Source: an optimization exercise on an open RTL-to-GDS flow (aim: small area and a short achievable clock period). Production flows keep margins and buffers that such runs may drop.
No run shown here included a check of the RTL's function; only the layout flow was run.
No activity file was given, so power comes from the tool's default toggle rates.

$ cat config.mk
export PLATFORM = sky130hd
export DESIGN_NAME = multi_push_multi_pop_fifo
export DESIGN_NICKNAME = multi_push_multi_pop_fifo
export VERILOG_FILES = /design/flow/design.v
export SDC_FILE = /design/flow/constraint.sdc
export NUM_CORES = 4
export LEC_CHECK = 0
export CAP_MARGIN = 20
export CORE_MARGIN = 2
export CORE_UTILIZATION = 40
export PLACE_DENSITY = 0.6
export SETUP_SLACK_MARGIN = 3.6
export SLEW_MARGIN = 20
$ cat constraint.sdc
create_clock -name core_clock -period 6.0 [get_ports {clk_i}]
set_input_delay 1.2000 -clock core_clock [delete_from_list [all_inputs] [get_ports {clk_i}]]
set_output_delay 1.2000 -clock core_clock [all_outputs]
set_load 0.01 [all_outputs]
$ cat design.v
module multi_push_multi_pop_fifo
    #(
        parameter DATA_WIDTH = 13,
        parameter FIFO_DEPTH = 19,
        parameter N          = 3,
        parameter NW         = $clog2 (N + 1),
        parameter DW         = DATA_WIDTH
    )
    (
        input  wire                  clk_i,
        input  wire                  rst_i,
        input  wire [NW-1:0]         push_i,
        input  wire [N*DW-1:0]       push_data_i,
        input  wire [NW-1:0]         pop_i,
        output wire [N*DW-1:0]       pop_data_o,
        output wire [NW-1:0]         can_push_o,
        output wire [NW-1:0]         can_pop_o
    );
    localparam RD = FIFO_DEPTH - N;           
    localparam R  = (RD + N - 1) / N;         
    localparam RW = $clog2(R);
    localparam CW = $clog2(FIFO_DEPTH + 1);
    logic [CW-1:0] count_l;
    logic [NW-1:0] can_push_l;
    logic [NW-1:0] can_pop_l;
    logic [DW-1:0] head_l   [N];
    logic [N-1:0]  wr_ph_l;                   
    logic [N-1:0]  rd_ph_l;                   
    logic [RW-1:0] wr_row_l [N];
    logic [RW-1:0] rd_row_l [N];
    logic [DW-1:0] mem_l    [N][R];
    wire  [NW-1:0] np_w = (push_i <= can_push_l) ? push_i : {NW{1'b0}};
    wire  [NW-1:0] nq_w = (pop_i  <= can_pop_l ) ? pop_i  : {NW{1'b0}};
    wire  [CW-1:0] count_next_w = count_l + np_w - nq_w;
    wire  [CW-1:0] rest_w       = count_l - nq_w;            
    wire  [CW-1:0] ring_cnt_w   = (count_l > N) ? count_l - N : {CW{1'b0}};
    wire  [NW-1:0] ring_pop_w   = (nq_w > ring_cnt_w) ? ring_cnt_w[NW-1:0] : nq_w;
    wire  [NW-1:0] first_w      = (rest_w >= N) ? {NW{1'b0}} : N - rest_w[NW-1:0];
    wire  [NW-1:0] ring_push_w  = (np_w > first_w) ? np_w - first_w : {NW{1'b0}};
    logic [DW-1:0] ring_rd_w [N];             
    logic [DW-1:0] bank_rd_w [N];
    logic [N-1:0]  bank_we_w;
    logic [N-1:0]  bank_re_w;
    logic [DW-1:0] bank_wd_w [N];
    logic [N-1:0]  wr_ph_next_w;
    logic [N-1:0]  rd_ph_next_w;
    logic [DW-1:0] head_next_w [N];
    always_comb begin
        for (int b = 0; b < N; b++) begin
            bank_we_w[b] = 1'b0;
            bank_re_w[b] = 1'b0;
            bank_wd_w[b] = {DW{1'b0}};
            for (int j = 0; j < N; j++) begin
                if (wr_ph_l[(b - j + N) % N]) begin
                    bank_we_w[b] = bank_we_w[b] | (ring_push_w > j);
                    for (int k = 0; k < N; k++)
                        if (first_w + j == k) bank_wd_w[b] = bank_wd_w[b] | push_data_i[k*DW +: DW];
                end
                if (rd_ph_l[(b - j + N) % N])
                    bank_re_w[b] = bank_re_w[b] | (ring_pop_w > j);
            end
        end
        for (int b = 0; b < N; b++) begin
            wr_ph_next_w[b] = 1'b0;
            rd_ph_next_w[b] = 1'b0;
            for (int k = 0; k < N; k++) begin
                if (ring_push_w == k) wr_ph_next_w[b] = wr_ph_next_w[b] | wr_ph_l[(b - k + N) % N];
                if (ring_pop_w  == k) rd_ph_next_w[b] = rd_ph_next_w[b] | rd_ph_l[(b - k + N) % N];
            end
            if (ring_push_w == N) wr_ph_next_w[b] = wr_ph_l[b];
            if (ring_pop_w  == N) rd_ph_next_w[b] = rd_ph_l[b];
        end
        for (int j = 0; j < N; j++) begin
            ring_rd_w[j] = {DW{1'b0}};
            for (int b = 0; b < N; b++)
                if (rd_ph_l[(b - j + N) % N]) ring_rd_w[j] = ring_rd_w[j] | bank_rd_w[b];
        end
        for (int p = 0; p < N; p++) begin
            head_next_w[p] = {DW{1'b0}};
            for (int i = 0; i <= N; i++) begin
                int e;
                e = p + i;
                if (nq_w == i) begin
                    if (e < count_l)
                        head_next_w[p] = (e < N) ? head_l[e % N] : ring_rd_w[(e - N) % N];
                    else
                        for (int k = 0; k < N; k++)
                            if (e - count_l == k) head_next_w[p] = push_data_i[k*DW +: DW];
                end
            end
        end
    end
    always_ff @(posedge clk_i)
        if (rst_i) begin
            count_l    <= {CW{1'b0}};
            can_push_l <= N;
            can_pop_l  <= {NW{1'b0}};
            wr_ph_l    <= 1;
            rd_ph_l    <= 1;
        end else begin
            count_l    <= count_next_w;
            can_push_l <= (FIFO_DEPTH - count_next_w < N) ? FIFO_DEPTH - count_next_w : N;
            can_pop_l  <= (count_next_w > N) ? N : count_next_w;
            wr_ph_l    <= wr_ph_next_w;
            rd_ph_l    <= rd_ph_next_w;
        end
    always_ff @(posedge clk_i)
        for (int p = 0; p < N; p++)
            head_l[p] <= head_next_w[p];
    generate
        for (genvar b = 0; b < N; b++) begin: bank
            always_ff @(posedge clk_i)
                if (rst_i) begin
                    wr_row_l[b] <= {RW{1'b0}};
                    rd_row_l[b] <= {RW{1'b0}};
                end else begin
                    if (bank_we_w[b]) wr_row_l[b] <= (wr_row_l[b] == R - 1) ? {RW{1'b0}} : wr_row_l[b] + 1'b1;
                    if (bank_re_w[b]) rd_row_l[b] <= (rd_row_l[b] == R - 1) ? {RW{1'b0}} : rd_row_l[b] + 1'b1;
                end
            for (genvar r = 0; r < R; r++) begin: row
                always_ff @(posedge clk_i)
                    if (bank_we_w[b] && wr_row_l[b] == r)
                        mem_l[b][r] <= bank_wd_w[b];
            end
            assign bank_rd_w[b] = mem_l[b][rd_row_l[b]];
        end
        for (genvar p = 0; p < N; p++) begin: port
            assign pop_data_o[p*DW +: DW] = head_l[p];
        end
    endgenerate
    assign can_push_o = can_push_l;
    assign can_pop_o  = can_pop_l;
endmodule
$ cat run.sh
#!/bin/bash
# synth_recipe.tcl (not shown) runs the flow's synth.tcl, then flattens the netlist and writes it again
# the make line also repeats each setting of config.mk as NAME=value (left out here)
make -C /OpenROAD-flow-scripts/flow DESIGN_CONFIG=/design/flow/config.mk WORK_HOME=/design/flow/orfs CLKGATE_MAP_FILE= SYNTH_SCRIPT=/design/flow/synth_recipe.tcl finish
==> reports/summary.log, run 1 <==
qor: worst_setup_path.start_kind input pin
qor: finish.final.fill_count 3662
qor: detailed_routing.wl_per_cell 33.4 um
qor: timing.timing.final.crit_period 4.85 ns
qor: logic_synthesis.synth-xor-area-share 0.464%
qor: global_route.grt_pass1_vias 18500
qor: placed_design.quantity_of_i_o_buffers_inserted_on_ports 87
qor: power_and_ir_drop.cellPowerDensity 669 nW/um^2
qor: detailed_routing.post_detailed_routing_wire_length 98.2 mm
qor: power_and_ir_drop.ir_drop 0.304 mV
qor: worst_hold_path.worstHoldPathType reg -> reg
qor: timing.max_clock_freq 206 MHz
qor: status.run_status finished clean
qor: timing.fin_setup_tns 0 ns
qor: detailed_routing.antenna_left 0
qor: worst_setup_path.timing.critical_path.arrival 5.15 ns
qor: finish.register_area 8520 sq um
qor: global_route.gr-usage-all-layers 36.3%
qor: worst_setup_path.path_max_fanout 7
qor: global_route.globalRouteMet1Util 49.3%
qor: floorplanning.dieArea 49000 sq um
qor: worst_setup_path.worstSetupPathType in -> reg
qor: worst_setup_path.critical_path_required 6.30 ns
qor: timing.slew_viol_final 0
qor: clocking.cts_sinks 306
qor: run.number_of_max_cap_violations 0
qor: timing.rsz0062_at_grt true
qor: detailed_routing.detail_route.first_pass.iterations 10
qor: timing.finalSetupViolations 0
qor: clocking.post_cts_hold_buffer_count 0
qor: finish.areaGrowthSynthToFinish 47.2%
qor: logic_synthesis.synth_adder_area_share 3.01%
qor: finish.post_route_cells_drive_above_1_share 40.1%
qor: logic_synthesis.average_size_of_a_mapped_cell 9.47 sq um
qor: global_route.global_route.overflow_total 0
qor: power_and_ir_drop.power.total 18600 uW
qor: global_route.wire_length_of_the_first_global_routing_pass 132 mm
qor: logic_synthesis.syn_area 18900 sq um
qor: logic_synthesis.synth_simple_gate_area_share 14.4%
qor: logic_synthesis.async_reset_ff_share 0%
qor: floorplanning.floorplan.core_area 46600 sq um
qor: floorplanning.pin_count 88
qor: finish.layout.nets 2395
qor: logic_synthesis.main_combinational_cell_family_by_area_after_synthesis compound AO/OA/AOI/OAI gates
qor: timing.finalHoldViolCount 0
qor: worst_setup_path.end_kind flip-flop
qor: floorplanning.row_count 79
qor: global_route.groute.layer.met3.usage 9.83%
qor: finish.multi_input_comb_area 12100 sq um
qor: logic_synthesis.post_synth_mux_area_share 2.86%
qor: logic_synthesis.synth.ff_latch_count 306
qor: detailed_routing.post-route-drc-count 0
qor: clocking.cts_tree done
qor: timing.final_period_util 80.8%
qor: global_route.grt.busiest_layer met2
qor: timing.clock-skew-final 0.0390 ns
qor: clocking.clkTransAtPathRegs 0.06 ns
qor: logic_synthesis.syn-num-nets 2082
qor: finish.most_frequent_cells_in_the_layout edfxtp_1 (234), buf_4 (215), nand2_1 (162), a21oi_1 (107), nor2_1 (101)
qor: detailed_routing.number_of_vias_in_the_routed_layout 21300
qor: floorplanning.die_h 221 um
qor: global_route.antenna_found_initial 3
qor: finish.final_util 59.7%
qor: clocking.h-tree-depth 2
qor: detailed_routing.initialDrtViolationCount 4512
qor: logic_synthesis.synth_compound_gate_area_share 28.9%
qor: power_and_ir_drop.power.leakage 0.00990 uW
qor: clocking.ctsRootBufferMaster clkbuf_16
qor: placed_design.detailed_place_hpwl 62.2 mm
qor: placed_design.gp_congestion 1.02
qor: clocking.clock_insertion_delay_worst_skew 0.59 ns
qor: logic_synthesis.yosys.cell_types.count 94
qor: floorplanning.initial_utilization 40.6%
qor: timing.worst_slew_pin_slew 0.804 ns
qor: clocking.cts_buffers 36
qor: clocking.cts-root-to-sink-buffers 3
qor: timing.holdWs 0.505 ns
qor: floorplanning.die_x 221 um
qor: detailed_routing.viasPerCell 7.22
qor: logic_synthesis.synth.yosys.warnings 9
qor: global_route.grt_start_max_net_pins 62
qor: logic_synthesis.syn-instance-count 1994
qor: finish.layout_commonest_cell edfxtp_1
qor: logic_synthesis.dominantRegCellSynth edfxtp_1
qor: global_route.global_route.usage.met2 51.7%
qor: logic_synthesis.synth-edff-count 234
qor: timing.timing.slew.headroom 46.2%
qor: logic_synthesis.seq_area_frac_synth 44.8%
==> Yosys cell counts (7+ instances only) <==
cell type	number	area [sq um]
a211o_1	13	114
a211oi_1	36	270
a21o_1	15	113
a21oi_1	174	871
a221o_1	19	190
a221oi_1	68	596
a222oi_1	21	210
a22o_1	25	219
a22oi_1	60	450
a31oi_1	10	62.6
a32o_1	8	80.1
a32oi_1	47	412
and2_1	17	106
and3_1	27	169
buf_1	15	56.3
buf_2	48	240
buf_4	7	52.6
clkbuf_1	109	409
clkbuf_2	8	40.0
dfxtp_1	72	1440
edfxtp_1	234	7030
ha_1	39	488
inv_1	60	225
mux2i_1	39	390
nand2_1	188	706
nand2b_1	18	113
nand3_1	41	205
nand3b_1	18	135
nand4_1	12	75.1
nor2_1	128	480
nor2b_1	35	219
nor3_1	22	110
o211ai_1	23	173
o21ai_0	156	781
o221ai_1	12	105
o22ai_1	20	125
o2bb2ai_1	14	123
or3_1	7	43.8
xnor2_1	9	78.8
==> area by class of cell <==
type                       instances  share of cell area [%]
tap                              607                    2.73
clock buffer                      47                    3.65
multi-input combinational       1437                    43.7
antenna                            3                  0.0270
inverter                          64                    1.16
clock inverter                    17                   0.828
timing repair inverter             2                  0.0585
timing repair buffer             460                    17.2
sequential                       306                    30.7
==> power by group <==
group / switching [uW] / internal, uW / leakage, uW
clock network: 947 / 1370 / 0.000607
logic: 7410 / 5080 / 0.00656
registers: 557 / 3230 / 0.00274
total: 8910 / 9690 / 0.00990
==> what timing repair did <==
item	CTS	global route
pin swaps	93	180
resized for setup	521	421
setup endpoints to repair	583	574
setup buffers	134	120
cloned	18	13
==> sequential cells by signal (all words and copies together), names as in the netlist <==
register    flops
rd_ph_l         3
can_push_l      2
wr_row_l        9
count_l         5
mem_l         234
rd_row_l        9
head_l         39
can_pop_l       2
wr_ph_l         3
==> metal layers <==
metal / vias to the layer above / part of all wire, %
met5: - / 0.013
met4: 2 / 8.4
met3: 562 / 16
met1: 10100 / 35
met2: 2215 / 40
li1: 8429 / -
==> worst max-delay path, cell delays in order <==
cell and delay (ns):
buf_8 0.10, ha_4 0.20, nor2b_4 0.13, o21ai_4 0.24
nand2_4 0.11, inv_4 0.09, ha_4 0.14, inv_4 0.03
fa_2 0.36, o31ai_4 0.20, buf_4 0.15, nand3_4 0.06
or2_4 0.26, fa_2 0.55, nand3_4 0.13, buf_4 0.18
nor2_4 0.12, a21oi_4 0.09, or3_4 0.40, nor2_4 0.17
buf_12 0.12, buf_16 0.11
==> stage by stage <==
stage                     cells  setup WS, ns  instance area, sq um
after global placement     2591         0.186                 20700
after global routing       2940          1.07                 27800
after detailed placement   2591        0.0665                 20700
final                      2943          1.15                 27800
after CTS                  2807          1.23                 25000
after floorplan            1994         0.666                 19200
==> worst paths after layout <==
kind	to	cells past startpoint	startpoint	slack [ns]
worst max register to register	mem_l[5][0]$_DFFE_PP_	22	can_pop_l[1]$_SDFF_PP0_	1.35
worst max-delay path	mem_l[5][0]$_DFFE_PP_	22	pop_i[1]	1.15
worst min-delay path	head_l[0][9]$_DFF_P_	2	head_l[0][9]$_DFF_P_	0.51
worst min register to register	head_l[0][9]$_DFF_P_	2	head_l[0][9]$_DFF_P_	0.51
==> cells by family (layout without fill, tap and decap cells) <==
family,after synthesis,count (layout)
muxes,49,49
other,0,3
DFF,306,306
and+or+nand+nor,551,553
AOI/OAI and AO/OA,782,782
xor gates and xnor gates,10,10
adders and majority gates,43,43
buffers and inverters,253,590
==> run 2: changes to the inputs <==
--- a/design.v
+++ b/design.v
@@ -29,8 +29,22 @@
     logic [RW-1:0] wr_row_l [N];
     logic [RW-1:0] rd_row_l [N];
     logic [DW-1:0] mem_l    [N][R];
-    wire  [NW-1:0] np_w = (push_i <= can_push_l) ? push_i : {NW{1'b0}};
-    wire  [NW-1:0] nq_w = (pop_i  <= can_pop_l ) ? pop_i  : {NW{1'b0}};
+    wire  [DW-1:0] pd_w [N];
+    for (genvar k = 0; k < N; k++) begin: pd
+        assign pd_w[k] = push_data_i[k*DW +: DW];
+    end
+    wire           do_push_w = (push_i <= can_push_l);
+    wire           do_pop_w  = (pop_i  <= can_pop_l );
+    wire  [NW-1:0] np_w = do_push_w ? push_i : {NW{1'b0}};
+    wire  [NW-1:0] nq_w = do_pop_w  ? pop_i  : {NW{1'b0}};
+    logic [N:0]    nq_oh_w;
+    logic [2*N-1:0] cnt_oh_w;                 
+    logic [2*N:0]  cgt_w;                     
+    always_comb begin
+        for (int i = 0; i <= N; i++) nq_oh_w[i] = (nq_w == i);
+        for (int v = 0; v < 2*N; v++) cnt_oh_w[v] = (count_l == v);
+        for (int e = 0; e <= 2*N; e++) cgt_w[e] = (count_l > e);
+    end
     wire  [CW-1:0] count_next_w = count_l + np_w - nq_w;
     wire  [CW-1:0] rest_w       = count_l - nq_w;            
     wire  [CW-1:0] ring_cnt_w   = (count_l > N) ? count_l - N : {CW{1'b0}};
@@ -54,7 +68,7 @@
                 if (wr_ph_l[(b - j + N) % N]) begin
                     bank_we_w[b] = bank_we_w[b] | (ring_push_w > j);
                     for (int k = 0; k < N; k++)
-                        if (first_w + j == k) bank_wd_w[b] = bank_wd_w[b] | push_data_i[k*DW +: DW];
+                        if (first_w + j == k) bank_wd_w[b] = bank_wd_w[b] | pd_w[k];
                 end
                 if (rd_ph_l[(b - j + N) % N])
                     bank_re_w[b] = bank_re_w[b] | (ring_pop_w > j);
@@ -75,19 +89,23 @@
             for (int b = 0; b < N; b++)
                 if (rd_ph_l[(b - j + N) % N]) ring_rd_w[j] = ring_rd_w[j] | bank_rd_w[b];
         end
-        for (int p = 0; p < N; p++) begin
+    end
+    for (genvar p = 0; p < N; p++) begin: hd
+        logic [N:0]   sel_old;                
+        logic [N-1:0] sel_new;                
+        always_comb begin
+            sel_new = {N{1'b0}};
+            for (int i = 0; i <= N; i++) begin
+                sel_old[i] = nq_oh_w[i] & cgt_w[p + i];
+                for (int k = 0; k < N; k++)
+                    if (p + i - k >= 0)
+                        sel_new[k] = sel_new[k] | (nq_oh_w[i] & cnt_oh_w[p + i - k]);
+            end
             head_next_w[p] = {DW{1'b0}};
-            for (int i = 0; i <= N; i++) begin
-                int e;
-                e = p + i;
-                if (nq_w == i) begin
-                    if (e < count_l)
-                        head_next_w[p] = (e < N) ? head_l[e % N] : ring_rd_w[(e - N) % N];
-                    else
-                        for (int k = 0; k < N; k++)
-                            if (e - count_l == k) head_next_w[p] = push_data_i[k*DW +: DW];
-                end
-            end
+            for (int i = 0; i <= N; i++)
+                head_next_w[p] = head_next_w[p] | ({DW{sel_old[i]}} & ((p + i < N) ? head_l[(p + i) % N] : ring_rd_w[(p + i + N) % N]));
+            for (int k = 0; k < N; k++)
+                head_next_w[p] = head_next_w[p] | ({DW{sel_new[k]}} & pd_w[k]);
         end
     end
     always_ff @(posedge clk_i)
==> run 2 against run 1 <==
Against the previous run: worst setup slack got worse by 0.14 ns; global-route usage fell by 8.0 points; largest power group unchanged; critical path type unchanged; combinational power fell by 25%; area after synthesis fell by 9.6%; clock skew fell by 0.013 ns; routed wire length fell by 34%; sequential power fell by 2%; cell area fell by 18%; via count fell by 26%; sequential share of layout area rose by 6.7 points.
==> reports/summary.log, run 2 <==
qor: detailed_routing.post-route-drc-count 0 [unchanged]
qor: detailed_routing.post_detailed_routing_wire_length 64.7 mm [was 98.2 mm]
qor: power_and_ir_drop.power.total 15300 uW [was 18600 uW]
qor: power_and_ir_drop.power_frac_comb 61.1% [was 67.1%]
qor: worst_setup_path.critPathSlowestCell fa_2 [unchanged]
qor: timing.fin_setup_tns 0 ns [unchanged]
qor: finish.layout_commonest_cell edfxtp_1 [unchanged]
qor: logic_synthesis.dominantRegCellSynth edfxtp_1 [unchanged]
qor: floorplanning.die_x 211 um [was 221 um]
qor: power_and_ir_drop.cellPowerDensity 674 nW/um^2 [was 669 nW/um^2]
qor: worst_setup_path.critical_path.top_delay_family adder cells [was simple AND/OR/NAND/NOR gates]
qor: global_route.grt_pass1_vias 15100 [was 18500]
qor: detailed_routing.antenna_left 0 [unchanged]
qor: logic_synthesis.synth.ff_latch_count 306 [unchanged]
qor: finish.largest_register_ff_count 234 [unchanged]
qor: power_and_ir_drop.internal-power 8610 uW [was 9690 uW]
qor: worst_setup_path.start_kind input pin [unchanged]
qor: logic_synthesis.most_numerous_cell_in_the_yosys_netlist edfxtp_1 [unchanged]
qor: logic_synthesis.average_size_of_a_mapped_cell 10.7 sq um [was 9.47 sq um]
qor: worst_setup_path.critPathMaxStageDelay 0.55 ns [about the same]
qor: clocking.cts-root-to-sink-buffers 3 [unchanged]
qor: finish.largestRegisters mem_l (234), head_l (39) [unchanged]
qor: detailed_routing.detail_route.first_pass.iterations 12 [was 10]
qor: detailed_routing.viasPerCell 6.72 [was 7.22]
qor: run.number_of_max_cap_violations 0 [unchanged]
qor: logic_synthesis.seq_area_frac_synth 49.6% [was 44.8%]
qor: logic_synthesis.async_reset_ff_share 0% [unchanged]
qor: clocking.clock_insertion_delay_worst_skew 0.57 ns [was 0.59 ns]
qor: floorplanning.pin_count 88 [unchanged]
qor: worst_setup_path.timing.critical_path.arrival 5.28 ns [was 5.15 ns]
qor: floorplanning.die_h 211 um [was 221 um]
qor: global_route.antenna_found_initial 1 [was 3]
qor: status.run_status finished clean [unchanged]
qor: worst_setup_path.path_buf_inv 8 [was 7]
qor: logic_synthesis.syn_area 17100 sq um [was 18900 sq um]
qor: power_and_ir_drop.switching_power 6740 uW [was 8910 uW]
qor: clocking.clkTransAtPathRegs 0.06 ns [about the same]
qor: timing.finalSetupViolations 0 [unchanged]
qor: logic_synthesis.library_cell_occupying_the_most_area_in_the_post_synthesis_netlist edfxtp_1 [unchanged]
qor: power_and_ir_drop.share_clk_of_total_power 14.8% [was 12.5%]
qor: floorplanning.initial_utilization 40.6% [about the same]
qor: finish.final.fill_count 3517 [was 3662]
qor: worst_setup_path.path_cells buf_8 > ha_4 > nor2b_4 > o21a_1 > nor2_4 > ha_2 > inv_2 > fa_2 > nor2b_1 > a32oi_1 > a2111o_2 > nor2_2 > ha_2 > inv_2 > fa_2 > nand3_4 > buf_6 > nor2_4 > a21oi_4 > buf_6 > nor4b_4 > buf_6 > buf_12 > buf_16 [was buf_8 > ha_4 > nor2b_4 > o21ai_4 > nand2_4 > inv_4 > ha_4 > inv_4 > fa_2 > o31ai_4 > buf_4 > nand3_4 > or2_4 > fa_2 > nand3_4 > buf_4 > nor2_4 > a21oi_4 > or3_4 > nor2_4 > buf_12 > buf_16]
qor: detailed_routing.number_of_vias_in_the_routed_layout 15700 [was 21300]
qor: timing.rsz0062_at_grt true [unchanged]
qor: worst_setup_path.path_max_fanout 7 [unchanged]
qor: power_and_ir_drop.power.share.switching 43.9% [was 47.9%]
qor: detailed_routing.wl_per_cell 27.7 um [was 33.4 um]
qor: logic_synthesis.synth_top_cells_by_area edfxtp_1 (41%), dfxtp_1 (8.4%), a222oi_1 (5.5%), a22oi_1 (4.0%), nand2_1 (3.9%) [was edfxtp_1 (37%), dfxtp_1 (7.6%), a21oi_1 (4.6%), o21ai_0 (4.1%), nand2_1 (3.7%)]
qor: floorplanning.dieArea 44400 sq um [was 49000 sq um]
qor: clocking.h-tree-depth 2 [unchanged]
qor: power_and_ir_drop.power.leakage 0.00783 uW [was 0.00990 uW]
qor: finish.post_route_cells_drive_above_1_share 31.0% [was 40.1%]
qor: finish.registers.top_by_ff_count mem_l [unchanged]
qor: timing.final_period_util 83.2% [was 80.8%]
qor: finish.areaGrowthSynthToFinish 33.3% [was 47.2%]
qor: finish.most_frequent_cells_in_the_layout edfxtp_1 (234), nand2_1 (136), buf_4 (109), a222oi_1 (94), a22oi_1 (65) [was edfxtp_1 (234), buf_4 (215), nand2_1 (162), a21oi_1 (107), nor2_1 (101)]
qor: worst_hold_path.worstHoldPathType reg -> reg [unchanged]
qor: timing.slew_viol_final 0 [unchanged]
qor: finish.register_area 8510 sq um [was 8520 sq um]
qor: logic_synthesis.yosysTopAreaCellShare 41.2% [was 37.2%]
qor: logic_synthesis.synth-edff-count 234 [unchanged]
qor: clocking.cts_buffers 37 [was 36]
qor: logic_synthesis.synth_commonest_cells edfxtp_1 (234), nand2_1 (178), clkbuf_1 (99) [was edfxtp_1 (234), nand2_1 (188), a21oi_1 (174)]
qor: detailed_routing.initialDrtViolationCount 2269 [was 4512]
qor: placed_design.detailed_place_hpwl 44.7 mm [was 62.2 mm]
qor: timing.timing.final.crit_period 4.99 ns [was 4.85 ns]
qor: worst_setup_path.worstSetupPathType in -> reg [unchanged]
qor: worst_setup_path.critical_path_required 6.29 ns [was 6.30 ns]
qor: worst_setup_path.critical_path.most_common_cell buf_6
qor: clocking.cts_tree done [unchanged]
qor: worst_setup_path.end_kind flip-flop [unchanged]
qor: finish.layout.nets 1849 [was 2395]
qor: floorplanning.row_count 75 [was 79]
qor: timing.worst_slew_pin_slew 1.10 ns [was 0.804 ns]
qor: finish.multi_input_comb_area 9270 sq um [was 12100 sq um]
qor: global_route.gr-usage-all-layers 28.3% [was 36.3%]
qor: floorplanning.floorplan.core_area 42000 sq um [was 46600 sq um]
qor: logic_synthesis.syn-instance-count 1600 [was 1994]
qor: timing.max_clock_freq 200 MHz [was 206 MHz]
qor: placed_design.gp_congestion 0.931 [was 1.02]
qor: clocking.ctsRootBufferMaster clkbuf_16 [unchanged]
qor: global_route.wire_length_of_the_first_global_routing_pass 95.4 mm [was 132 mm]
qor: logic_synthesis.yosys.cell_types.count 78 [was 94]
qor: global_route.global_route.overflow_total 0 [unchanged]
qor: timing.finalHoldViolCount 0 [unchanged]
qor: logic_synthesis.syn-num-nets 1679 [was 2082]
qor: timing.timing.slew.headroom 26.2% [was 46.2%]
qor: power_and_ir_drop.ir_drop 0.414 mV [was 0.304 mV]
qor: power_and_ir_drop.seq_power_share 24.1% [was 20.4%]
qor: global_route.grt_start_max_net_pins 54 [was 62]
qor: timing.clock-skew-final 0.0258 ns [was 0.0390 ns]
qor: clocking.cts_sinks 306 [unchanged]
qor: placed_design.quantity_of_i_o_buffers_inserted_on_ports 87 [unchanged]
qor: logic_synthesis.synth.yosys.warnings 9 [unchanged]
run 2: logic make-up after synthesis:
group | synth area share [%]
AO/OA/AOI/OAI | 25.3
AND/OR/NAND/NOR | 13.7
flip-flops | 49.6
buffers and inverters | 4.54
multiplexers | 3.83
adder cells (fa/ha/maj) | 2.67
XOR/XNOR | 0.308
run 2: through the flow:
stage          worst slack, ns  instance area [sq um]  cells  util, %  hold WS (ns)
5_1_grt                  0.872                  22800   2338     54.1         0.545
6_report                  1.01                  22800   2339     54.2         0.536
3_3_place_gp            -0.122                  19200   2169     45.6         0.480
2_1_floorplan            0.157                  17500   1600        -         0.468
4_1_cts                  0.979                  22100   2309     52.6         0.532
3_5_place_dp            -0.243                  19200   2169     45.6         0.506
run 2: routing by layer:
layer	routed length (um)	global-route usage, %
met5	0	0
met4	2800	11.7
met3	5440	4.01
met2	31800	48.2
met1	24700	36.1
run 2: worst register-to-register path, stage by stage, from the launching register on:
cell,delay (ns)
dfxtp_1,0.33
inv_1,0.08
ha_4,0.24
nor2b_4,0.12
o21a_1,0.21
nor2_4,0.13
ha_2,0.19
inv_2,0.04
fa_2,0.33
nor2b_1,0.12
a32oi_1,0.11
a2111o_2,0.46
nor2_2,0.11
ha_2,0.18
inv_2,0.04
fa_2,0.55
nand3_4,0.10
buf_6,0.14
nor2_4,0.09
a21oi_4,0.05
buf_6,0.14
nor4b_4,0.28
buf_6,0.15
buf_12,0.11
buf_16,0.13
run 2: area by class of cell:
cell class / instances / area share [%]
sequential: 306 / 37.4
multi-input combinational: 1112 / 40.7
antenna: 1 / 0.0110
inverter: 41 / 0.791
timing repair buffer: 272 / 12.8
tap: 539 / 2.96
clock buffer: 44 / 4.27
clock inverter: 24 / 1.10
run 2: what timing repair did:
action	in CTS	in global routing
setup buffers	64	25
setup endpoints to repair	583	561
resized for setup	390	110
endpoints found under the hold margin	0	0
pin swaps	97	73
cloned	8	4
hold buffers	0	0
run 2: final timing paths:
check	startpoint	slack [ns]	depth (start not counted)	to
min	head_l[2][7]$_DFF_P_	0.54	2	head_l[0][7]$_DFF_P_
max reg2reg	can_pop_l[1]$_SDFF_PP0_	1.30	24	mem_l[5][5]$_DFFE_PP_
min reg2reg	head_l[2][7]$_DFF_P_	0.54	2	head_l[0][7]$_DFF_P_
max	pop_i[1]	1.01	24	mem_l[5][5]$_DFFE_PP_
run 2: power by group through the flow:
stage                     logic [uW]  registers (uW)  clock network, uW
final                           9380            3700               2260
after global routing            9940            3730               2380
after CTS                       8470            3680               2290
after detailed placement        6840            3700                  0
after global placement          6690            3700                  0
after floorplan                 4400            3560                  0

==> what the ideal ports hide <==
No port has a modelled driver above. Below, the same layouts with a new extraction and two added sets of constraints. Step 1 sets driving cells, clkbuf_16 on the clock port and buf_2 on the other inputs (assumed; they add their load-dependent delay and slew). Step 2 moves the port delays by t, midway between the first and last clock arrival at a register: inputs arrive t later, outputs are due t later. That takes back most of the time a late clock gives input paths. Three values: no drivers, after step 1, after step 2; two values: the first two.
| run | t (ns) | setup slack, ns | hold slack, ns | worst data-port slew with drivers (ns) | pins driven straight from the clock port |
|---|---|---|---|---|---|
| run 1 | 0.633 | 1.151 / 1.169 / 0.536 | 0.505 / 0.505 / 0.505 | 0.05 | 1 |
| run 2 | 0.609 | 1.006 / 1.017 / 0.408 | 0.536 / 0.536 / 0.536 | 0.05 | 1 |
After both steps every run listed still meets setup and hold. The setup slack of run 1, which loses most, moves by +0.018 ns with the drivers and by -0.615 ns with both steps.
